What follows belongs to an exercise in optimizing a design on an open flow for small area, a short achievable clock period and few clock cycles; a production flow would make more cautious choices. The RTL was checked by simulation tests, not by an equivalence proof against the original design. Power figures rest on the tool's default switching activity, not on a simulated workload.

Setup of oak:
==> flow/design.v <==
module alu(
    input  wire logic [31:0] in1_i,
    input  wire logic [31:0] in2_i,
    input  wire logic [7:0]  sel_i,      
    input  wire logic        cin_i,      
    input  wire logic        right_i,    
    input  wire logic        arith_i,    
    input  wire logic [4:0]  shamt_i,    
    output      logic [31:0] sum_o,      
    output      logic        eq_o,
    output      logic        lt_o,
    output      logic        ltu_o,
    output      logic [31:0] out_o
    );
    logic [32:0] addc;
    logic [31:0] x;
    logic [31:0] sr, sl, rin;
    logic [32:0] srx;
    always_comb begin
        addc  = {in1_i, 1'b1} + {in2_i, cin_i};
        sum_o = addc[32:1];
        x     = in1_i ^ in2_i;
        eq_o  = ~|x;
        ltu_o = in1_i < in2_i;
        lt_o  = ltu_o ^ in1_i[31] ^ in2_i[31];
        for (int i = 0; i < 32; i++) rin[i] = right_i ? in1_i[i] : in1_i[31-i];
        srx = $signed({arith_i & in1_i[31], rin}) >>> shamt_i;
        sr  = srx[31:0];
        for (int i = 0; i < 32; i++) sl[i] = sr[31-i];
        out_o = ({32{sel_i[0]}} & sum_o)
              | ({32{sel_i[1]}} & sl)
              | {31'd0, (sel_i[2] & lt_o) | (sel_i[3] & ltu_o)}
              | ({32{sel_i[4]}} & x)
              | ({32{sel_i[5]}} & sr)
              | ({32{sel_i[6]}} & (in1_i | in2_i))
              | ({32{sel_i[7]}} & (in1_i & in2_i));
    end
endmodule
module register_file(
    input  wire logic        clk,
    input  wire logic [31:0] in_i,
    input  wire logic [4:0]  in_sel_i,
    input  wire logic        in_en_i,
    input  wire logic [4:0]  out_sel_i,
    input  wire logic        byp_i,
    input  wire logic [31:0] byp_val_i,
    output      logic [31:0] out_o
    );
    logic [31:0] regs[31:1];
    always_ff @(posedge clk) begin
        for (int i = 1; i < 32; i++)
            if (in_en_i && in_sel_i == i[4:0])
                regs[i] <= in_i;
    end
    always_comb begin
        out_o = byp_val_i & {32{byp_i}};
        for (int i = 1; i < 32; i++)
            out_o = out_o | (regs[i] & {32{~byp_i && out_sel_i == i[4:0]}});
    end
endmodule
module decoder(
    input  wire logic [31:0] instr_i,
    output      logic        is_op_o,        
    output      logic        is_upper_o,     
    output      logic        is_lui_o,
    output      logic        is_jal_o,
    output      logic        is_jalr_o,
    output      logic        is_branch_o,
    output      logic        is_mem_o,       
    output      logic        is_store_o,
    output      logic        use_rs2_o,      
    output      logic        wr_rd_o,        
    output      logic [31:0] imm_o,          
    output      logic [31:0] timm_o          
    );
    logic [4:0] op;
    always_comb begin
        op = instr_i[6:2];
        is_op_o     = ~op[4] &  op[2] & ~op[0];
        is_upper_o  = ~op[4] &  op[2] &  op[0];
        is_lui_o    = ~op[4] &  op[3];
        is_jal_o    =  op[4] &  op[1];
        is_jalr_o   =  op[4] & ~op[1] & op[0];
        is_branch_o =  op[4] & ~op[0];
        is_mem_o    = ~op[4] & ~op[2] & ~op[0];
        is_store_o  =  op[3];           
        use_rs2_o   =  op[3] & (op[2] | (op[4] & ~op[0]));
        wr_rd_o     = (op[4] & op[0]) | (~op[4] & op[2]);
        imm_o = {{21{instr_i[31]}}, instr_i[30:25], (~op[4] & ~op[2] & op[3]) ? instr_i[11:7] : instr_i[24:20]};
        if (~op[4])
            timm_o = {instr_i[31:12], 12'd0};
        else if (op[1])
            timm_o = {{12{instr_i[31]}}, instr_i[19:12], instr_i[20], instr_i[30:21], 1'b0};
        else
            timm_o = {{20{instr_i[31]}}, instr_i[7], instr_i[30:25], instr_i[11:8], 1'b0};
    end
endmodule
module processor(
    input wire logic       clk,
    input wire logic       reset_i,
    output      logic        sel_o,
    output      logic [31:0] addr_o,
    output      logic        we_o,
    output      logic [3:0]  wr_mask_o,
    input  wire logic [31:0] data_in_i,
    output      logic [31:0] data_out_o,
    input  wire logic        ack_i
    );
    typedef enum logic [1:0] {
        FETCH,       
        RD,          
        EX,          
        MEM          
    } state_t;
    state_t      state;
    logic [31:0] ir;
    logic [31:2] pc;             
    logic [31:0] op_a;
    logic [31:0] op_b;
    logic [4:0]  shamt;          
    logic        b_fix;          
    logic        a_byp;          
    logic [7:0]  x_sel;          
    logic        x_link;         
    logic        x_upper;        
    logic        x_sub;
    logic        x_right;
    logic        x_arith;
    logic [31:2] x_tsum;         
    logic [4:0]  ld_rd;
    logic [2:0]  ld_f3;
    logic        w_en;
    logic [4:0]  w_rd;
    logic [31:0] w_val;
    logic        is_op, is_upper, is_lui, is_jal, is_jalr, is_branch;
    logic        is_mem, is_store, use_rs2, wr_rd;
    logic [31:0] imm, timm;
    decoder decoder(
        .instr_i(ir),
        .is_op_o(is_op),
        .is_upper_o(is_upper),
        .is_lui_o(is_lui),
        .is_jal_o(is_jal),
        .is_jalr_o(is_jalr),
        .is_branch_o(is_branch),
        .is_mem_o(is_mem),
        .is_store_o(is_store),
        .use_rs2_o(use_rs2),
        .wr_rd_o(wr_rd),
        .imm_o(imm),
        .timm_o(timm)
    );
    logic [2:0]  f3;
    logic [4:0]  rd, rs1, rs2, in_rs2;
    assign f3     = ir[14:12];
    assign rd     = ir[11:7];
    assign rs1    = ir[19:15];
    assign rs2    = ir[24:20];
    assign in_rs2 = data_in_i[24:20];
    logic [31:0] rf_out;
    register_file register_file(
        .clk(clk),
        .in_i(w_val),
        .in_sel_i(w_rd),
        .in_en_i(w_en),
        .out_sel_i(state == RD ? rs1 : in_rs2),
        .byp_i(a_byp && state == RD),
        .byp_val_i(w_val),
        .out_o(rf_out)
    );
    logic [31:0] src1, src2;
    assign src1 = rf_out;           
    assign src2 = b_fix ? w_val : op_b;
    logic        is_sub;
    assign is_sub = is_op & (f3 == 3'b000) & ir[30] & ir[5];
    logic [31:0] alu_sum, alu_out;
    logic        alu_eq, alu_lt, alu_ltu;
    alu alu(
        .in1_i(op_a),
        .in2_i(op_b),
        .sel_i(x_sel),
        .cin_i(x_sub),
        .right_i(x_right),
        .arith_i(x_arith),
        .shamt_i(shamt),
        .sum_o(alu_sum),
        .eq_o(alu_eq),
        .lt_o(alu_lt),
        .ltu_o(alu_ltu),
        .out_o(alu_out)
    );
    logic [31:0] tsum;
    logic        cond, taken;
    logic [31:0] wb_x;
    logic [31:0] ld_val;
    logic [31:2] inc_in, inc;
    logic [3:0]  st_mask;
    always_comb begin
        tsum = ({pc, 2'b00} & {32{~(is_upper & is_lui)}}) + timm;
        case (f3[2:1])
            2'b00:   cond = alu_eq;
            2'b10:   cond = alu_lt;
            default: cond = alu_ltu;
        endcase
        taken = (is_branch & (cond ^ f3[0])) | is_jal | is_jalr;
        wb_x = alu_out
             | ({32{x_link}} & addr_o)
             | ({32{x_upper}} & {x_tsum, 2'b00});
        case (ld_f3[1:0])
            2'b00: begin
                case (addr_o[1:0])
                    2'b00: ld_val[7:0] = data_in_i[7:0];
                    2'b01: ld_val[7:0] = data_in_i[15:8];
                    2'b10: ld_val[7:0] = data_in_i[23:16];
                    default: ld_val[7:0] = data_in_i[31:24];
                endcase
                ld_val[31:8] = {24{~ld_f3[2] & ld_val[7]}};
            end
            2'b01: begin
                ld_val[15:0] = addr_o[1] ? data_in_i[31:16] : data_in_i[15:0];
                ld_val[31:16] = {16{~ld_f3[2] & ld_val[15]}};
            end
            default: ld_val = data_in_i;
        endcase
        inc_in = (state == MEM) ? pc : addr_o[31:2];
        inc    = inc_in + 30'd1;
        case (f3[1:0])
            2'b00:   st_mask = 4'b0001 << alu_sum[1:0];
            2'b01:   st_mask = alu_sum[1] ? 4'b1100 : 4'b0011;
            default: st_mask = 4'b1111;
        endcase
    end
    always_ff @(posedge clk) begin
        w_en  <= 1'b0;
        w_rd  <= rd;
        w_val <= wb_x;
        for (int i = 0; i < 8; i++)
            x_sel[i] <= is_op & (f3 == i[2:0]);
        x_link  <= is_jal | is_jalr;
        x_upper <= is_upper;
        x_sub   <= is_sub;
        x_right <= f3[2];
        x_arith <= f3[2] & ir[30];
        x_tsum  <= tsum[31:2];
        case (state)
            FETCH: begin
                sel_o <= 1'b1;
                if (sel_o && ack_i) begin
                    ir     <= data_in_i;
                    pc     <= addr_o[31:2];
                    op_b   <= rf_out;
                    b_fix  <= 1'b0;
                    a_byp  <= 1'b0;
                    addr_o <= {inc, 2'b00};
                    state  <= RD;
                end
            end
            RD: begin
                op_a    <= src1;
                op_b    <= use_rs2 ? (is_sub ? ~src2 : src2) : imm;
                shamt   <= use_rs2 ? src2[4:0] : imm[4:0];
                case (f3[1:0])
                    2'b00:   data_out_o <= {4{src2[7:0]}};
                    2'b01:   data_out_o <= {2{src2[15:0]}};
                    default: data_out_o <= src2;
                endcase
                a_byp <= 1'b0;
                state <= EX;
            end
            EX: begin
                w_en <= wr_rd & (rd != 5'd0);
                if (ack_i) begin
                    ir     <= data_in_i;
                    pc     <= addr_o[31:2];
                    op_b   <= rf_out;
                    b_fix  <= wr_rd & (rd != 5'd0) & (rd == in_rs2);
                    a_byp  <= wr_rd & (rd != 5'd0) & (rd == data_in_i[19:15]);
                    ld_rd  <= rd;
                    ld_f3  <= f3;
                    if (taken) begin
                        addr_o <= is_jalr ? {alu_sum[31:1], 1'b0} : {x_tsum, 2'b00};
                        state  <= FETCH;
                    end else if (is_mem) begin
                        addr_o    <= alu_sum;
                        we_o      <= is_store;
                        wr_mask_o <= st_mask;
                        state     <= MEM;
                    end else begin
                        addr_o <= {inc, 2'b00};
                        state  <= RD;
                    end
                end
            end
            default: begin   
                w_rd  <= ld_rd;
                w_val <= ld_val;
                if (ack_i) begin
                    w_en   <= ~we_o & (ld_rd != 5'd0);
                    b_fix  <= ~we_o & (ld_rd != 5'd0) & (ld_rd == rs2);
                    a_byp  <= ~we_o & (ld_rd != 5'd0) & (ld_rd == rs1);
                    we_o   <= 1'b0;
                    addr_o <= {inc, 2'b00};
                    state  <= RD;
                end
            end
        endcase
        if (reset_i) begin
            state  <= FETCH;
            sel_o  <= 1'b0;
            addr_o <= 32'd0;
            we_o   <= 1'b0;
            w_en   <= 1'b0;
        end
    end
endmodule
Settings: LEC_CHECK=0, CAP_MARGIN=20, CORE_MARGIN=2, CORE_UTILIZATION=40, SLEW_MARGIN=20; clock period 10.0 ns.
standard.sh (not shown) runs the stock make flow with config.mk's settings and CLKGATE_MAP_FILE= SYNTH_SCRIPT=/design/flow/synth_recipe.tcl, a recipe that flattens the netlist after the stock synthesis.
==> flow/flow/run.sh <==
#!/bin/bash
# Standard ORFS layout (the standard.sh) with these changes, all within
# the design's SDC and clock period:
#  - placement not routability-driven;
#  - timing repair aimed below the clock period, held to the worst endpoint;
#  - port buffers start as buf_2 (repair may resize them);
#  - clock tree built from clkbuf_8 in clusters of up to 16 sinks, without
#    dummy loads.
set -euo pipefail
bash standard.sh \
  SETUP_SLACK_MARGIN=6.5 \
  TNS_END_PERCENT=0 \
  GPL_ROUTABILITY_DRIVEN=0 \
  "BUFFER_PORTS_ARGS=-buffer_cell sky130_fd_sc_hd__buf_2" \
  "CTS_ARGS=-sink_clustering_enable -repair_clock_nets -dont_use_dummy_load -sink_clustering_size 16 -sink_clustering_max_diameter 50 -buf_list {sky130_fd_sc_hd__clkbuf_8}" \
  finish > orfs_make.log 2>&1
Testbench counts of oak, summed over its fixed seeds: cycles 107,048.
The inputs of pine differ from those of oak as listed below.
--- a/flow/design.v
+++ b/flow/design.v
@@ -41,10 +41,8 @@
     input  wire logic [31:0] in_i,
     input  wire logic [4:0]  in_sel_i,
     input  wire logic        in_en_i,
     input  wire logic [4:0]  out_sel_i,
-    input  wire logic        byp_i,
-    input  wire logic [31:0] byp_val_i,
     output      logic [31:0] out_o
     );
     logic [31:0] regs[31:1];
     always_ff @(posedge clk) begin
@@ -52,11 +50,11 @@
             if (in_en_i && in_sel_i == i[4:0])
                 regs[i] <= in_i;
     end
     always_comb begin
-        out_o = byp_val_i & {32{byp_i}};
+        out_o = 32'd0;
         for (int i = 1; i < 32; i++)
-            out_o = out_o | (regs[i] & {32{~byp_i && out_sel_i == i[4:0]}});
+            out_o = out_o | (regs[i] & {32{out_sel_i == i[4:0]}});
     end
 endmodule
 module decoder(
     input  wire logic [31:0] instr_i,
@@ -118,9 +116,8 @@
     logic [31:0] op_a;
     logic [31:0] op_b;
     logic [4:0]  shamt;          
     logic        b_fix;          
-    logic        a_byp;          
     logic [7:0]  x_sel;          
     logic        x_link;         
     logic        x_upper;        
     logic        x_sub;
@@ -163,14 +160,12 @@
         .in_i(w_val),
         .in_sel_i(w_rd),
         .in_en_i(w_en),
         .out_sel_i(state == RD ? rs1 : in_rs2),
-        .byp_i(a_byp && state == RD),
-        .byp_val_i(w_val),
         .out_o(rf_out)
     );
     logic [31:0] src1, src2;
-    assign src1 = rf_out;           
+    assign src1 = (w_en && w_rd == rs1) ? w_val : rf_out;
     assign src2 = b_fix ? w_val : op_b;
     logic        is_sub;
     assign is_sub = is_op & (f3 == 3'b000) & ir[30] & ir[5];
     logic [31:0] alu_sum, alu_out;
@@ -249,9 +244,8 @@
                     ir     <= data_in_i;
                     pc     <= addr_o[31:2];
                     op_b   <= rf_out;
                     b_fix  <= 1'b0;
-                    a_byp  <= 1'b0;
                     addr_o <= {inc, 2'b00};
                     state  <= RD;
                 end
             end
@@ -263,9 +257,8 @@
                     2'b00:   data_out_o <= {4{src2[7:0]}};
                     2'b01:   data_out_o <= {2{src2[15:0]}};
                     default: data_out_o <= src2;
                 endcase
-                a_byp <= 1'b0;
                 state <= EX;
             end
             EX: begin
                 w_en <= wr_rd & (rd != 5'd0);
@@ -273,9 +266,8 @@
                     ir     <= data_in_i;
                     pc     <= addr_o[31:2];
                     op_b   <= rf_out;
                     b_fix  <= wr_rd & (rd != 5'd0) & (rd == in_rs2);
-                    a_byp  <= wr_rd & (rd != 5'd0) & (rd == data_in_i[19:15]);
                     ld_rd  <= rd;
                     ld_f3  <= f3;
                     if (taken) begin
                         addr_o <= is_jalr ? {alu_sum[31:1], 1'b0} : {x_tsum, 2'b00};
@@ -296,9 +288,8 @@
                 w_val <= ld_val;
                 if (ack_i) begin
                     w_en   <= ~we_o & (ld_rd != 5'd0);
                     b_fix  <= ~we_o & (ld_rd != 5'd0) & (ld_rd == rs2);
-                    a_byp  <= ~we_o & (ld_rd != 5'd0) & (ld_rd == rs1);
                     we_o   <= 1'b0;
                     addr_o <= {inc, 2'b00};
                     state  <= RD;
                 end
Findings:
Taking oak as the reference, in pine largest vdd supply drop dropped about 4.7%; global-route usage climbed 0.75 points. Cmp pine and oak / relative contribution of combinational cells to total power / lower: pine. pine reports its cell type of the slowest stage on the worst timing path as sky130_fd_sc_hd__or4_4 while oak reports sky130_fd_sc_hd__edfxtp_1. Compared with oak, in pine number of flip-flops and latches held; detailed-routed wire length on met3 went up 5.5%; count of clock buffers in the final design went up 1; compound-cell area share of the yosys netlist went up 0.28 points; data arrival time of the critical path went down 140 ps. The final design utilization reported for pine is greater than that of oak by 0.20 points. Compared with oak, final standard cell count with taps included and fillers excluded in pine decreased slightly.
Testbench counts of pine, summed over its fixed seeds: cycles 107,048.

## what the ideal ports hide
Ports are ideal in the flow. The routed layouts listed here were re-timed in OpenROAD.
Step 1, drivers: a clkbuf_16 drives clk and a buf_2 each remaining input, both assumed.
Step 2 times the ports against the registers' clock, not the clock port: input delays grow and output delays shrink by t, the midpoint of the rising clock arrivals with the driver on.
a / b / c = ideal ports / drivers / drivers and shift; a / b = the first two.
run	t (ns)	setup slack, ns	worst setup path at the end	worst data-port slew with drivers (ns)
oak	0.907	5.982 / 5.982 / 5.151	input to register	0.04
pine	0.906	6.165 / 6.165 / 5.293	input to register	0.07
After both steps every run listed still meets setup and hold. For pine, which loses most, drivers alone change the setup slack by 0.000 ns; drivers and shift together by -0.872 ns.
